From an optimization exercise on the open Yosys and OpenROAD flow, aimed at small area; shortcuts taken in it are not production practice.
At most, simulation tests tie the RTL to the original design; equivalence was not proved.
Power is estimated from default activity; no workload was simulated.

==> build 9: inputs <==
==> flow/design.v <==
`timescale 1ns / 1ps
module projectCPU2022(
  clk,
  rst,
  wrEn,
  data_fromRAM,
  addr_toRAM,
  data_toRAM,
  PC,
  W
);
input clk, rst;
input wire [15:0] data_fromRAM;
output wire [15:0] data_toRAM;
output wire wrEn;
output wire [12:0] addr_toRAM;
output reg [12:0] PC;
output reg [15:0] W;
reg [1:0] state;
reg [2:0] opcode;
reg [12:0] operandA;  
wire isRI = ~state[1] & ~state[0];
wire isDE = ~state[1] & state[0];
wire isD  = state[1] ^ state[0];      
wire isEX = state[1] & state[0];
wire [15:0] s = data_fromRAM;
wire aZero = ~|s[12:0];
wire sZero = aZero & ~|s[15:13];
wire opADD  = opcode == 3'd0;
wire opNOR  = opcode == 3'd1;
wire opSRL  = opcode == 3'd2;
wire opRRL  = opcode == 3'd3;
wire opCMP  = opcode == 3'd4;
wire opBZ   = opcode == 3'd5;
wire opCP2W = opcode == 3'd6;
wire opCPfW = opcode == 3'd7;
wire store = isEX & opCPfW;
wire sub = opcode[2];
wire [15:0] b = s ^ {16{sub}};
wire [16:0] c;
wire [15:0] sum;
assign c[0] = sub;
genvar i;
generate
  for (i = 0; i < 16; i = i + 1) begin : g_add
    assign sum[i] = W[i] ^ b[i] ^ c[i];
    assign c[i+1] = (W[i] & b[i]) | (W[i] & c[i]) | (b[i] & c[i]);
  end
endgenerate
wire lt = ~c[16];
wire ne = |sum;
wire run = ~rst & isEX;
wire shOp = run & (opSRL | opRRL);
wire big = |s[15:4];
wire [3:0] k = s[3:0];
wire [3:0] r;
assign r[0] = shOp & k[0];
assign r[1] = shOp & (k[1] ^ (big & k[0]));
assign r[2] = shOp & (k[2] ^ (big & (k[1] | k[0])));
assign r[3] = shOp & (k[3] ^ (big & (k[2] | k[1] | k[0])));
wire selW   = ~rst & (~isEX | opSRL | opRRL | opBZ | opCPfW);
wire selSRL = run & opSRL;
wire selSum = run & opADD;
wire selNor = run & opNOR;
wire selS   = run & opCP2W;
wire selCmp = run & opCMP;
wire [15:0] keepW;
generate
  for (i = 0; i < 16; i = i + 1) begin : g_mask
    assign keepW[i] = selW & (~selSRL | (big ? (k <= 15 - i) : (k <= i)));
  end
endgenerate
wire [15:0] cmpv = {{15{lt}}, ne};
wire [15:0] wm = (keepW & W) | ({16{selSum}} & sum) |
                 ({16{selNor}} & ~(W | s)) | ({16{selS}} & s) |
                 ({16{selCmp}} & cmpv);
wire [15:0] r1 = r[0] ? {wm[0], wm[15:1]} : wm;
wire [15:0] r2 = r[1] ? {r1[1:0], r1[15:2]} : r1;
wire [15:0] r3 = r[2] ? {r2[3:0], r2[15:4]} : r2;
wire [15:0] wNext = r[3] ? {r3[7:0], r3[15:8]} : r3;
wire [13:0] pcc;
wire [12:0] pcInc;
assign pcc[0] = isEX;
generate
  for (i = 0; i < 13; i = i + 1) begin : g_inc
    assign pcInc[i] = PC[i] ^ pcc[i];
    assign pcc[i+1] = PC[i] & pcc[i];
  end
endgenerate
wire brT = isEX & opBZ & sZero;
wire [12:0] busA = {s[12:3], s[2] | (isDE & aZero), s[1:0]};
assign addr_toRAM = {13{~rst}} & (({13{isRI}} & PC) | ({13{isD}} & busA) |
                                  ({13{store}} & operandA));
assign data_toRAM = {16{~rst & store}} & W;
assign wrEn = ~rst & store;
always @(posedge clk) begin
  operandA <= addr_toRAM;
  if (!state[1]) opcode <= data_fromRAM[15:13];
  state <= rst ? 2'b00 : {state[1] ^ state[0] | (isDE & aZero), ~state[0] | (isDE & ~aZero)};
  PC <= {13{~rst}} & (brT ? W[12:0] : pcInc);
  W <= wNext;
end
endmodule
==> flow/run.sh <==
#!/bin/bash
# synth_recipe.tcl (not shown) runs the flow's synth.tcl, then flattens the netlist and writes it again
# the make line also repeats each setting of config.mk as NAME=value (left out here)
make -C /OpenROAD-flow-scripts/flow DESIGN_CONFIG=/design/flow/config.mk WORK_HOME=/design/flow/orfs CLKGATE_MAP_FILE= SYNTH_SCRIPT=/design/flow/synth_recipe.tcl finish
==> flow/config.mk <==
export PLATFORM = sky130hd
export DESIGN_NAME = projectCPU2022
export DESIGN_NICKNAME = projectCPU2022
export VERILOG_FILES = /design/flow/design.v
export SDC_FILE = /design/flow/constraint.sdc
export NUM_CORES = 4
export LEC_CHECK = 0
export CAP_MARGIN = 20
export CORE_MARGIN = 2
export CORE_UTILIZATION = 40
export SLEW_MARGIN = 20
==> flow/constraint.sdc <==
create_clock -name core_clock -period 10.0 [get_ports {clk}]
set_input_delay 2.0000 -clock core_clock [delete_from_list [all_inputs] [get_ports {clk}]]
set_output_delay 2.0000 -clock core_clock [all_outputs]
set_load 0.01 [all_outputs]
==> trial 23: changes against build 9 <==
--- a/flow/design.v
+++ b/flow/design.v
@@ -37,4 +37,12 @@
 wire store = isEX & opCPfW;
-wire sub = opcode[2];
-wire [15:0] b = s ^ {16{sub}};
+wire run = ~rst & isEX;
+genvar i;
+wire sub = isEX & opCMP;
+wire addE = isEX & opADD;
+wire [15:0] b;
+generate
+  for (i = 0; i < 16; i = i + 1) begin : g_b
+    assign b[i] = s[i] ? addE : sub;
+  end
+endgenerate
 wire [16:0] c;
@@ -42,3 +50,2 @@
 assign c[0] = sub;
-genvar i;
 generate
@@ -51,6 +58,5 @@
 wire ne = |sum;
-wire run = ~rst & isEX;
-wire shOp = run & (opSRL | opRRL);
 wire big = |s[15:4];
 wire [3:0] k = s[3:0];
+wire shOp = run & (opSRL | opRRL);
 wire [3:0] r;
@@ -60,32 +66,29 @@
 assign r[3] = shOp & (k[3] ^ (big & (k[2] | k[1] | k[0])));
-wire selW   = ~rst & (~isEX | opSRL | opRRL | opBZ | opCPfW);
-wire selSRL = run & opSRL;
-wire selSum = run & opADD;
+wire selSum = ~rst & ~(isEX & (opNOR | opCMP | opCP2W));
+wire srl = run & opSRL;
+wire enLo = selSum & ~(srl & big & (|k));
+wire enHi = selSum & ~(srl & ~big);
+wire [31:0] x = {sum & {16{enHi}}, sum & {16{enLo}}};
+wire [22:0] f8 = r[3] ? x[30:8] : x[22:0];
+wire [18:0] f4 = r[2] ? f8[22:4] : f8[18:0];
+wire [16:0] f2 = r[1] ? f4[18:2] : f4[16:0];
+wire [15:0] f1 = r[0] ? f2[16:1] : f2[15:0];
 wire selNor = run & opNOR;
+wire selCmp = run & opCMP;
 wire selS   = run & opCP2W;
-wire selCmp = run & opCMP;
-wire [15:0] keepW;
+wire [15:0] wNext = f1 | ({16{selS}} & s) | ({16{selNor}} & ~(W | s)) |
+                    {{15{selCmp & lt}}, selCmp & ne};
+wire brT = isEX & opBZ & sZero;
+wire selPC = ~rst & ~brT;
+wire selPW = ~rst & brT;
+wire [12:0] pcSrc = ({13{selPC}} & PC) | ({13{selPW}} & W[12:0]);
+wire [13:0] pcc;
+wire [12:0] pcNext;
+assign pcc[0] = run & ~brT;
 generate
-  for (i = 0; i < 16; i = i + 1) begin : g_mask
-    assign keepW[i] = selW & (~selSRL | (big ? (k <= 15 - i) : (k <= i)));
+  for (i = 0; i < 13; i = i + 1) begin : g_inc
+    assign pcNext[i] = pcSrc[i] ^ pcc[i];
+    assign pcc[i+1] = pcSrc[i] & pcc[i];
   end
 endgenerate
-wire [15:0] cmpv = {{15{lt}}, ne};
-wire [15:0] wm = (keepW & W) | ({16{selSum}} & sum) |
-                 ({16{selNor}} & ~(W | s)) | ({16{selS}} & s) |
-                 ({16{selCmp}} & cmpv);
-wire [15:0] r1 = r[0] ? {wm[0], wm[15:1]} : wm;
-wire [15:0] r2 = r[1] ? {r1[1:0], r1[15:2]} : r1;
-wire [15:0] r3 = r[2] ? {r2[3:0], r2[15:4]} : r2;
-wire [15:0] wNext = r[3] ? {r3[7:0], r3[15:8]} : r3;
-wire [13:0] pcc;
-wire [12:0] pcInc;
-assign pcc[0] = isEX;
-generate
-  for (i = 0; i < 13; i = i + 1) begin : g_inc
-    assign pcInc[i] = PC[i] ^ pcc[i];
-    assign pcc[i+1] = PC[i] & pcc[i];
-  end
-endgenerate
-wire brT = isEX & opBZ & sZero;
 wire [12:0] busA = {s[12:3], s[2] | (isDE & aZero), s[1:0]};
@@ -98,4 +101,4 @@
   if (!state[1]) opcode <= data_fromRAM[15:13];
-  state <= rst ? 2'b00 : {state[1] ^ state[0] | (isDE & aZero), ~state[0] | (isDE & ~aZero)};
-  PC <= {13{~rst}} & (brT ? W[12:0] : pcInc);
+  state <= rst ? 2'b00 : {state[1] ^ state[0], ~state[0] | (isDE & ~aZero)};
+  PC <= pcNext;
   W <= wNext;
==> flow/flow/run.sh (new file) <==
#!/bin/bash
# Own layout flow: the standard ORFS flow (standard.sh) with these changes:
#  - synthesis maps the logic with ABC scripts made from flow/area.abc.in
#    (deepsyn with four seeds, then amap) instead of ORFS's; the four
#    syntheses run side by side and the one with the least cell area is kept;
#    everything else in the synthesis, registers included, is unchanged
#  - the port buffers that global placement inserts are sky130_fd_sc_hd__buf_1
#  - clock tree synthesis uses no dummy loads
#  - global placement is not timing-driven
# Each tool's output goes to a log file of its own in the work folder.
set -euo pipefail
WORK=$(pwd)
FLOW_DIR=$WORK/flow
SEEDS="0 1 2 3"

for S in $SEEDS; do
  sed "s/@SEED@/$S/" "$FLOW_DIR/area.abc.in" > "$WORK/area_$S.abc"
  sed "s|^source \$::env(SCRIPTS_DIR)/synth_preamble.tcl|source \$::env(SCRIPTS_DIR)/synth_preamble.tcl\nset abc_args [lreplace \$abc_args 1 1 $WORK/area_$S.abc]|" \
    "$FLOW_HOME/scripts/synth.tcl" > "$WORK/synth_area_$S.tcl"
  grep -q "area_$S.abc" "$WORK/synth_area_$S.tcl"
  sed "s|source \$::env(SCRIPTS_DIR)/synth.tcl|source $WORK/synth_area_$S.tcl|" synth_recipe.tcl > "$WORK/synth_recipe_$S.tcl"
  grep -q "synth_area_$S.tcl" "$WORK/synth_recipe_$S.tcl"
  sed -e "s|WORK_HOME=[^ ]*|WORK_HOME=$WORK/try_$S|" -e "s|SYNTH_SCRIPT=[^ ]*|SYNTH_SCRIPT=$WORK/synth_recipe_$S.tcl|" \
    -e "/^if \[\[ -f/,/^fi/d" standard.sh > "$WORK/standard_$S.sh"
  grep -q "try_$S" "$WORK/standard_$S.sh"
done

for S in $SEEDS; do
  bash "$WORK/standard_$S.sh" synth > "$WORK/log_synth_$S.txt" 2>&1 &
done
wait

best=""; bestArea=""
for S in $SEEDS; do
  a=$(grep "Chip area" "$WORK/try_$S/reports/$FLOW_PLATFORM/projectCPU2022/base/synth_stat.txt" | awk '{print $NF}')
  echo "seed $S: synthesis area $a" | tee -a "$WORK/log_choice.txt"
  if [[ -z "$best" ]] || awk -v a="$a" -v b="$bestArea" 'BEGIN{exit !(a<b)}'; then best=$S; bestArea=$a; fi
done
echo "kept seed $best ($bestArea)" | tee -a "$WORK/log_choice.txt"
rm -rf "$WORK/orfs"
cp -a "$WORK/try_$best" "$WORK/orfs"

export BUFFER_PORTS_ARGS="-buffer_cell sky130_fd_sc_hd__buf_1"
export CTS_ARGS="-sink_clustering_enable -repair_clock_nets -dont_use_dummy_load"
export GPL_TIMING_DRIVEN=0
bash standard.sh > "$WORK/log_layout.txt" 2>&1
test -f out/final.def
==> flow/flow/area.abc.in (new file) <==
strash
&get -n
&deepsyn -T 150 -S @SEED@
&put
dch -f
amap -m -F 4 -A 10
topo
==> flow/standard.sh (new file) <==
#!/bin/bash
# synth_recipe.tcl (not shown) runs the flow's synth.tcl, then flattens the netlist and writes it again
# the make line also repeats each setting of config.mk as NAME=value (left out here)
make -C /OpenROAD-flow-scripts/flow DESIGN_CONFIG=/design/flow/config.mk WORK_HOME=/design/flow/orfs CLKGATE_MAP_FILE= SYNTH_SCRIPT=/design/flow/synth_recipe.tcl "${@:-finish}"
CAP_MARGIN = 0   (was 20)
CORE_UTILIZATION = 65   (was 40)
SLEW_MARGIN = 0   (was 20)
removed: flow/run.sh
==> notes.md <==
metric                                                                                                              build 9                 trial 23
Worst clock skew                                                                                                  0.0109 ns               0.00824 ns
Multiplexer area fraction after synthesis                                                                             22.0%                       0%
Dpl cells                                                                                                               680                      500
Power attributed to combinational cells                                                                          0.000201 W              0.0000933 W
Peak clock frequency supported by timing                                                                            105 MHz                  103 MHz
Transition at the pin with the smallest max-transition slack                                                        1.05 ns                  1.29 ns
Share of the synthesized area in the top cell type                                                                    20.4%                    28.3%
Met2 Resource Use GR                                                                                                  41.1%                    62.3%
Maximum resistive drop on vdd                                                                                       61.1 uV                  92.9 uV
Finished layout cell area                                                                                         5320 um^2                3610 um^2
Placer's final routability congestion estimate                                                                        0.980                    0.934
Share of cell area taken by multi-input logic gates                                                                   59.4%                    53.4%
Total wire length                                                                                                  14700 um                 10700 um
Cell internal power dissipation                                                                                  0.000340 W               0.000279 W
Chip height                                                                                                          108 um                  73.2 um
Total vias in the final route                                                                                          4155                     3686
Status                                                                                              complete, no violations  complete, no violations
Resized cells post-CTS                                                                                                    0                        7
Total area of multi-input combinational cells                                                                     3160 um^2                1930 um^2
Share of the cycle needed by the critical path after routing                                                          95.6%                    97.3%
Clock network fraction of design power                                                                                23.0%                    26.5%
Compound-Gate Fraction of Synth Area                                                                                  14.6%                    31.4%
Met2 Wirelength                                                                                                     6720 um                  5010 um
Post-Syn Nets                                                                                                           539                      417
Arithmetic-cell share of the synthesized area counting full adders, half adders and majority gates                    11.6%                    16.3%
Net switching power                                                                                              0.000209 W               0.000136 W
Hold Path End                                                                                                   operandA[7]              operandA[2]
For trial 23, only the layout was checked, not whether the RTL still works.

## afterwards: timing with drivers on the ports
How much do the figures lean on ideal ports? The routed layouts below were timed once more, with nothing changed but the port constraints.
Step 1: set_driving_cell puts a clkbuf_16 on clk and a buf_2 on each other input, an assumption about the parent block.
Step 2 adds t to the input delays and takes it off the output delays; t is the mean of the earliest and latest rising clock arrival at the registers after step 1. Input paths then give back, and output paths get back, about the clock's delay inside the block.
Three values: no drivers, after step 1, after step 2; two values: the first two.
| run | t, ns | slack for setup (ns) | worst setup path after step 2 |
|---|---|---|---|
| build 9 | 0.349 | 0.444 / 0.456 / 0.107 | input to register |
| trial 23 | 0.335 | 0.268 / 0.272 / -0.062 | input to register |
With both steps, setup timing fails in trial 23, where it was met with ideal ports. The setup slack of build 9, which loses most, moves by +0.012 ns with the drivers and by -0.337 ns with both steps.
